What follows belongs to an exercise in optimizing a design on an open flow for small area, a short achievable clock period and few clock cycles; a production flow would make more cautious choices.
Function was checked by simulation only, so behaviour that the tests miss may differ from the original.
No driver is modelled on the clock port, so clock power and skew are understated where the tree is cut down; a real chip needs a root buffer or a tree.
Power figures rest on the tool's default switching activity, not on a simulated workload.

Setup of run A:
Design Conv, start of the top module:
module Conv(
    input clk,
    input rst,
    input in_st,
    input [7:0] din,
    output reg [15:0] dout,
    output reg out_st
);
For scale: ~300 flip-flops, ~28 I/O pins, roughly 7800 um2 of cells after synthesis.
==> flow/config.mk <==
export PLATFORM = sky130hd
export DESIGN_NAME = Conv
export DESIGN_NICKNAME = Conv
export VERILOG_FILES = /design/flow/design.v
export SDC_FILE = /design/flow/constraint.sdc
export NUM_CORES = 4
export LEC_CHECK = 0
export ABC_AREA = 1
export CAP_MARGIN = 20
export CORE_MARGIN = 2
export CORE_UTILIZATION = 40
export SETUP_SLACK_MARGIN = 4.0
export SLEW_MARGIN = 20
==> flow/constraint.sdc <==
create_clock -name core_clock -period 6.0 [get_ports {clk}]
set_input_delay 1.2000 -clock core_clock [delete_from_list [all_inputs] [get_ports {clk}]]
set_output_delay 1.2000 -clock core_clock [all_outputs]
set_load 0.01 [all_outputs]
standard.sh (not shown) runs the stock make flow with config.mk's settings and CLKGATE_MAP_FILE= SYNTH_SCRIPT=/design/flow/synth_recipe.tcl, a recipe that flattens the netlist after the stock synthesis.
==> flow/flow/run.sh <==
#!/bin/bash
# Standard ORFS layout with these changes:
#  - the clock tree is built by flow/mantree.tcl (four root buffers, each
#    driving four leaf buffers) instead of ORFS's CTS;
#  - synthesis (flow/synth.tcl, the standard script with one hook) maps logic
#    with the ABC script flow/abc.script and leaves adders to ABC instead of
#    mapping them to full-adder cells. Registers are untouched.
set -euo pipefail
HERE=$(cd "$(dirname "${BASH_SOURCE[0]}")" && pwd)
export PRE_CTS_TCL=$HERE/pre_cts.tcl
export MT_NX=4 MT_NY=4 MT_NROOT=4 MT_LEAF=sky130_fd_sc_hd__clkbuf_8 MT_ROOT=sky130_fd_sc_hd__clkbuf_8
export MY_ABC_SCRIPT=$HERE/abc.script
bash standard.sh finish ADDER_MAP_FILE= SYNTH_SCRIPT=$HERE/synth.tcl > orfs_flow.log 2>&1
==> flow/flow/abc.script <==
strash
dch
amap
topo
stime -c
buffer -c
upsize -c
dnsize -c
==> flow/flow/mantree.tcl <==
proc mantree_build {} {
  set nleafx [expr {[info exists ::env(MT_NX)] ? $::env(MT_NX) : 2}]
  set nleafy [expr {[info exists ::env(MT_NY)] ? $::env(MT_NY) : 5}]
  set leafm  [expr {[info exists ::env(MT_LEAF)] ? $::env(MT_LEAF) : "sky130_fd_sc_hd__clkbuf_16"}]
  set rootm  [expr {[info exists ::env(MT_ROOT)] ? $::env(MT_ROOT) : "sky130_fd_sc_hd__clkbuf_16"}]
  set nroot  [expr {[info exists ::env(MT_NROOT)] ? $::env(MT_NROOT) : 1}]
  set db [ord::get_db]
  set block [ord::get_db_block]
  set clknet [$block findNet clk]
  set vdd [$block findNet VDD]
  set vss [$block findNet VSS]
  set sinks {}
  foreach it [$clknet getITerms] {
    set inst [$it getInst]
    set bb [$inst getBBox]
    set x [expr {([$bb xMin] + [$bb xMax]) / 2}]
    set y [expr {([$bb yMin] + [$bb yMax]) / 2}]
    lappend sinks [list $x $y $it]
  }
  set n [llength $sinks]
  puts "mantree: $n clock sinks, $nleafx x $nleafy leaves"
  # columns by x
  set sx [lsort -integer -index 0 $sinks]
  set groups {}
  for {set c 0} {$c < $nleafx} {incr c} {
    set a [expr {$c * $n / $nleafx}]
    set b [expr {($c + 1) * $n / $nleafx - 1}]
    set col [lsort -integer -index 1 [lrange $sx $a $b]]
    set m [llength $col]
    for {set r 0} {$r < $nleafy} {incr r} {
      set a2 [expr {$r * $m / $nleafy}]
      set b2 [expr {($r + 1) * $m / $nleafy - 1}]
      lappend groups [lrange $col $a2 $b2]
    }
  }
  set lm [$db findMaster $leafm]
  set rm [$db findMaster $rootm]
  set rootnets {}
  for {set q 0} {$q < $nroot} {incr q} {
    set rn [odb::dbNet_create $block clknet_root_$q]
    $rn setSigType CLOCK
    lappend rootnets $rn
    set sumx($q) 0; set sumy($q) 0; set cnt($q) 0
  }
  set k 0
  foreach g $groups {
    if {$nroot == 0} {
      set q 0
      set rootnet $clknet
    } else {
      set q [expr {($k / $nleafy) * $nroot / $nleafx}]
      set rootnet [lindex $rootnets $q]
    }
    set gx 0; set gy 0
    foreach s $g { incr gx [lindex $s 0]; incr gy [lindex $s 1] }
    set gx [expr {$gx / [llength $g]}]
    set gy [expr {$gy / [llength $g]}]
    set buf [odb::dbInst_create $block $lm clkbuf_leaf_$k]
    $buf setLocation [expr {$gx - [$lm getWidth] / 2}] [expr {$gy - [$lm getHeight] / 2}]
    $buf setPlacementStatus PLACED
    [$buf findITerm VPWR] connect $vdd
    [$buf findITerm VPB] connect $vdd
    [$buf findITerm VGND] connect $vss
    [$buf findITerm VNB] connect $vss
    set net [odb::dbNet_create $block clknet_leaf_$k]
    $net setSigType CLOCK
    [$buf findITerm A] connect $rootnet
    [$buf findITerm X] connect $net
    foreach s $g {
      set it [lindex $s 2]
      $it disconnect
      $it connect $net
    }
    if {$nroot > 0} { incr sumx($q) $gx; incr sumy($q) $gy; incr cnt($q) }
    incr k
  }
  for {set q 0} {$q < $nroot} {incr q} {
  set rootnet [lindex $rootnets $q]
  set rx [expr {$sumx($q) / $cnt($q)}]
  set ry [expr {$sumy($q) / $cnt($q)}]
  set root [odb::dbInst_create $block $rm clkbuf_root_$q]
  $root setLocation [expr {$rx - [$rm getWidth] / 2}] [expr {$ry - [$rm getHeight] / 2}]
  $root setPlacementStatus PLACED
  [$root findITerm VPWR] connect $vdd
  [$root findITerm VPB] connect $vdd
  [$root findITerm VGND] connect $vss
  [$root findITerm VNB] connect $vss
  [$root findITerm A] connect $clknet
  [$root findITerm X] connect $rootnet
  puts "mantree: root $q at $rx $ry, $cnt($q) leaves"
  }
  $clknet setSigType CLOCK
}
==> flow/flow/synth.tcl <==
proc synth {args} { yosys synth -nofsm -noshare {*}$args }
# Run ABC with the script MY_ABC_SCRIPT names instead of the one ORFS picks.
proc abc {args} {
  set i [lsearch -exact $args -script]
  if {$i >= 0 && [info exists ::env(MY_ABC_SCRIPT)] && $::env(MY_ABC_SCRIPT) ne ""} {
    lset args [expr {$i + 1}] $::env(MY_ABC_SCRIPT)
  }
  yosys abc {*}$args
}
source $::env(SCRIPTS_DIR)/synth.tcl
# left out here: clear keep_hierarchy, flatten, clean up, hide names made inside functions, write 1_2_yosys.v
Other scripts of this flow, unchanged in this note and not shown: flow/flow/pre_cts.tcl
Testbench counts of run A, summed over its fixed seeds: cycles 6,264.
The inputs of run B differ from those of run A as listed below.
==> flow/flow/run.sh <==
#!/bin/bash
# Standard ORFS layout, except that the clock tree is built by flow/mantree.tcl
# (four root buffers, each driving four leaf buffers) instead of ORFS's CTS,
# and synthesis leaves adders to ABC instead of mapping them to full-adder cells.
set -euo pipefail
HERE=$(cd "$(dirname "${BASH_SOURCE[0]}")" && pwd)
export PRE_CTS_TCL=$HERE/pre_cts.tcl
export MT_NX=4 MT_NY=4 MT_NROOT=4 MT_LEAF=sky130_fd_sc_hd__clkbuf_8 MT_ROOT=sky130_fd_sc_hd__clkbuf_8
bash standard.sh finish ADDER_MAP_FILE= > orfs_flow.log 2>&1
-- flow/flow/mantree.tcl --
<<< run A, line 45
  set k 0
  foreach g $groups {
    if {$nroot == 0} {
      set q 0
      set rootnet $clknet
    } else {
      set q [expr {($k / $nleafy) * $nroot / $nleafx}]
      set rootnet [lindex $rootnets $q]
    }
    set gx 0; set gy 0
    foreach s $g { incr gx [lindex $s 0]; incr gy [lindex $s 1] }
>>> run B, line 45
  set k 0
  foreach g $groups {
    set q [expr {($k / $nleafy) * $nroot / $nleafx}]
    set rootnet [lindex $rootnets $q]
    set gx 0; set gy 0
    foreach s $g { incr gx [lindex $s 0]; incr gy [lindex $s 1] }
<<< run A, line 72
      $it connect $net
    }
    if {$nroot > 0} { incr sumx($q) $gx; incr sumy($q) $gy; incr cnt($q) }
    incr k
  }
>>> run B, line 67
      $it connect $net
    }
    incr sumx($q) $gx; incr sumy($q) $gy; incr cnt($q)
    incr k
  }
removed: flow/flow/abc.script
removed: flow/flow/synth.tcl
==> comparison <==
Relative to run A, area of the multi-input gates has decreased by about 1.4% in run B.
Relative to run A, the design area measured on run B has decreased by a few percent.
Any difference in clock network fraction of total power between run B and run A is small enough to ignore.
Per the comparison of run B with run A, relative area change from synthesis to final layout shows a reduction of 15 points; internal power component went down about 2.3%; post-route clock period utilization down 6.6 points.
Setup changes, run B to run C
==> flow/flow/run.sh <==
#!/bin/bash
# Standard ORFS layout with these changes:
#  - the clock tree is built by flow/mantree.tcl (four root buffers, each
#    driving four leaf buffers) instead of ORFS's CTS;
#  - synthesis (flow/synth.tcl, the standard script with one hook) maps logic
#    with the ABC script flow/abc.script and leaves adders to ABC instead of
#    mapping them to full-adder cells. Registers are untouched.
set -euo pipefail
HERE=$(cd "$(dirname "${BASH_SOURCE[0]}")" && pwd)
export PRE_CTS_TCL=$HERE/pre_cts.tcl
export MT_NX=4 MT_NY=4 MT_NROOT=4 MT_LEAF=sky130_fd_sc_hd__clkbuf_8 MT_ROOT=sky130_fd_sc_hd__clkbuf_8
export MY_ABC_SCRIPT=$HERE/abc.script
bash standard.sh finish ADDER_MAP_FILE= SYNTH_SCRIPT=$HERE/synth.tcl > orfs_flow.log 2>&1
==> flow/flow/abc.script (new file) <==
strash
dch
map -D 1400
topo
stime -c
buffer -c
upsize -c
dnsize -c
-- flow/flow/mantree.tcl --
<<< run B, line 45
  set k 0
  foreach g $groups {
    set q [expr {($k / $nleafy) * $nroot / $nleafx}]
    set rootnet [lindex $rootnets $q]
    set gx 0; set gy 0
    foreach s $g { incr gx [lindex $s 0]; incr gy [lindex $s 1] }
>>> run C, line 45
  set k 0
  foreach g $groups {
    if {$nroot == 0} {
      set q 0
      set rootnet $clknet
    } else {
      set q [expr {($k / $nleafy) * $nroot / $nleafx}]
      set rootnet [lindex $rootnets $q]
    }
    set gx 0; set gy 0
    foreach s $g { incr gx [lindex $s 0]; incr gy [lindex $s 1] }
<<< run B, line 67
      $it connect $net
    }
    incr sumx($q) $gx; incr sumy($q) $gy; incr cnt($q)
    incr k
  }
>>> run C, line 72
      $it connect $net
    }
    if {$nroot > 0} { incr sumx($q) $gx; incr sumy($q) $gy; incr cnt($q) }
    incr k
  }
==> flow/flow/synth.tcl (new file) <==
proc synth {args} { yosys synth -nofsm -noshare {*}$args }
# Run ABC with the script MY_ABC_SCRIPT names instead of the one ORFS picks.
proc abc {args} {
  set i [lsearch -exact $args -script]
  if {$i >= 0 && [info exists ::env(MY_ABC_SCRIPT)] && $::env(MY_ABC_SCRIPT) ne ""} {
    lset args [expr {$i + 1}] $::env(MY_ABC_SCRIPT)
  }
  yosys abc {*}$args
}
source $::env(SCRIPTS_DIR)/synth.tcl
# left out here: clear keep_hierarchy, flatten, clean up, hide names made inside functions, write 1_2_yosys.v
Notes after the runs:
- Number of non-clock inverters in the layout, run C and run B: higher on run B
- The power share of the combinational group reported for run C is greater than that of run B by 1.8 points.
- Compared with run B, run C shows a higher sequential power.
- Cell area | run C vs run B | run C larger
#### Input delta (run D over run C)
==> flow/flow/run.sh <==
#!/bin/bash
# Standard ORFS layout, except that the clock tree is built by flow/mantree.tcl
# (four root buffers, each driving four leaf buffers) instead of ORFS's CTS,
# and synthesis leaves adders to ABC instead of mapping them to full-adder cells.
set -euo pipefail
HERE=$(cd "$(dirname "${BASH_SOURCE[0]}")" && pwd)
export PRE_CTS_TCL=$HERE/pre_cts.tcl
export MT_NX=4 MT_NY=4 MT_NROOT=4 MT_LEAF=sky130_fd_sc_hd__clkbuf_8 MT_ROOT=sky130_fd_sc_hd__clkbuf_8
bash standard.sh finish ADDER_MAP_FILE= > orfs_flow.log 2>&1
-- flow/flow/mantree.tcl --
<<< run C, line 45
  set k 0
  foreach g $groups {
    if {$nroot == 0} {
      set q 0
      set rootnet $clknet
    } else {
      set q [expr {($k / $nleafy) * $nroot / $nleafx}]
      set rootnet [lindex $rootnets $q]
    }
    set gx 0; set gy 0
    foreach s $g { incr gx [lindex $s 0]; incr gy [lindex $s 1] }
>>> run D, line 45
  set k 0
  foreach g $groups {
    set q [expr {($k / $nleafy) * $nroot / $nleafx}]
    set rootnet [lindex $rootnets $q]
    set gx 0; set gy 0
    foreach s $g { incr gx [lindex $s 0]; incr gy [lindex $s 1] }
<<< run C, line 72
      $it connect $net
    }
    if {$nroot > 0} { incr sumx($q) $gx; incr sumy($q) $gy; incr cnt($q) }
    incr k
  }
>>> run D, line 67
      $it connect $net
    }
    incr sumx($q) $gx; incr sumy($q) $gy; incr cnt($q)
    incr k
  }
-- flow/config.mk --
<<< run C, line 6
export NUM_CORES = 4
export LEC_CHECK = 0
export ABC_AREA = 1
export CAP_MARGIN = 20
export CORE_MARGIN = 2
>>> run D, line 6
export NUM_CORES = 4
export LEC_CHECK = 0
export CAP_MARGIN = 20
export CORE_MARGIN = 2
removed: flow/flow/abc.script
removed: flow/flow/synth.tcl
## What came out
Result: PASS for each of run D and run C. Re power per cell area: run D is 1.1% up on run C. In the final reports, the cell area of run D is larger than that of run C. Between run C and run D, the hold slack does not differ in any meaningful way. [compare] base=run C new=run D: overall power consumption climbed 6.6%; met1 demand-to-capacity share in global routing climbed 0.93 points. Between run D and run C, it is run D whose synthesized instance count is lower, by 51. In the tables for run D and run C, minimum period implied by the final worst setup slack reads lower with run C. On maximum frequency: run D sits below run C. Going from run C to run D, the overall die width was found to have gone up by 0.37%. Highest fanout seen on the critical path, run D and run C: lower on run D. The wire length in run D sits about 6.5% above the value recorded for run C.
In every run of this note, the design's own scripts or RTL, not TritonCTS, make the clock network.

---

== the previous run ==
Another version of the RTL of Conv (not shown whole).
For scale: about 310 flip-flops, roughly 28 I/O pins, roughly 8000 um^2 of cells after synthesis.
// Conv
module Conv(
    input clk,
    input rst,
    input in_st,
    input [7:0] din,
    output reg [15:0] dout,
    output reg out_st
);
Settings: LEC_CHECK=0, CAP_MARGIN=20, CORE_MARGIN=2, CORE_UTILIZATION=40, CTS_BUF_LIST=sky130_fd_sc_hd__clkbuf_8, CTS_CLUSTER_SIZE=30, SETUP_SLACK_MARGIN=4.0, SLEW_MARGIN=20; clock period 6.0 ns.
run.sh (not shown) runs the stock make flow with config.mk's settings and CLKGATE_MAP_FILE= SYNTH_SCRIPT=/design/flow/synth_recipe.tcl, a recipe that flattens the netlist after the stock synthesis.
Stock flow here: none of the scripts above is used.
Testbench counts of the previous run, summed over its fixed seeds: cycles 6,272.
Relative to the previous run, the following input files were edited for the current run:
Settings: CTS_CLUSTER_SIZE: 30 -> 25; CTS_CLUSTER_DIAMETER: unset -> 60; CTS_BUF_LIST: sky130_fd_sc_hd__clkbuf_8 -> sky130_fd_sc_hd__clkbuf_4 sky130_fd_sc_hd__clkbuf_8 sky130_fd_sc_hd__clkbuf_16.
[summary]
The current run finished end to end and its layout was clean on timing, DRC and antenna. Between the current run and the previous run, it is the current run whose wire length of the first global-routing pass is lower, by 5.6%. Going from the previous run to the current run, the sequential share of layout area was found to have gone up by 3.2 points. Summary of the current run over the previous run: core utilization decreased by 2.4 points relative to the old numbers; share of the clock period used by the worst path decreased by 0.77 points relative to the old numbers; proportion of layout cells with a drive suffix above 1 decreased by 5.9 points relative to the old numbers; average detailed-routed wire length per instance increased by 1.8% relative to the old numbers; overall power consumption decreased by 570 uW relative to the old numbers. Row fraction of area in non-clock buffers: the current run higher / the previous run lower. The current run vs. the previous run: synthesized instance count did not really move; shortest clock period the worst path allows after layout went down. Compared to the previous run, the routing of the current run uses less wire.

---

Conv again, from the RTL that the note above started with.
// Conv
module Conv(
    input clk,
    input rst,
    input in_st,
    input [7:0] din,
    output reg [15:0] dout,
    output reg out_st
);
make LEC_CHECK=0 CAP_MARGIN=20 CORE_MARGIN=2 CORE_UTILIZATION=40 SLEW_MARGIN=20 finish   # period 6.0 ns
Testbench counts at the start, summed over its fixed seeds: cycles 6,272.
==> next run, changes <==
Settings changed: SETUP_SLACK_MARGIN set to 4.0.
Utilization went up by 0.88 points.
Wire length went up by 1.3%.
Hold slack is about the same.
Flip-flop and latch count is unchanged.
Global-route usage barely changes.
Cell area went up by 1.8%.

-- re-timing with driven ports --
The results above use ideal ports. As a check the final layouts listed here were re-extracted and re-timed, cells and wires unchanged.
Step 1: set_driving_cell puts a clkbuf_16 on clk and a buf_2 on each other input, an assumption about the parent block.
Step 2 also shifts input and output timing later by t, the mid clock arrival at the registers, as if the neighbouring blocks saw the same clock.
Slacks: ideal / step 1 / step 2; pairs: ideal / step 1.
run	shift t [ns]	setup WS [ns]	hold slack, ns	latest minus earliest clock arrival (ns)
run A	0.377	3.642 / 3.642 / 3.642	0.311 / 0.311 / 0.311	0.026 / 0.025
run B	0.380	4.041 / 3.978 / 3.727	0.311 / 0.311 / 0.311	0.029 / 0.029
run C	0.382	4.012 / 3.956 / 3.682	0.323 / 0.323 / 0.323	0.012 / 0.012
run D	0.378	3.809 / 3.809 / 3.699	0.325 / 0.325 / 0.325	0.019 / 0.018
the previous run	0.555	3.752 / 3.752 / 3.752	0.312 / 0.312 / 0.312	0.019 / 0.020
the current run	0.517	3.798 / 3.798 / 3.795	0.320 / 0.320 / 0.320	0.016 / 0.016
the first run of note 3	0.559	3.422 / 3.380 / 3.435	0.321 / 0.321 / 0.321	0.013 / 0.013
the second run of note 3	0.561	3.776 / 3.776 / 3.776	0.322 / 0.322 / 0.322	0.012 / 0.012
After both steps setup and hold are still met in every run listed. For run C, which loses most, drivers alone change the setup slack by -0.056 ns; drivers and shift together by -0.330 ns.
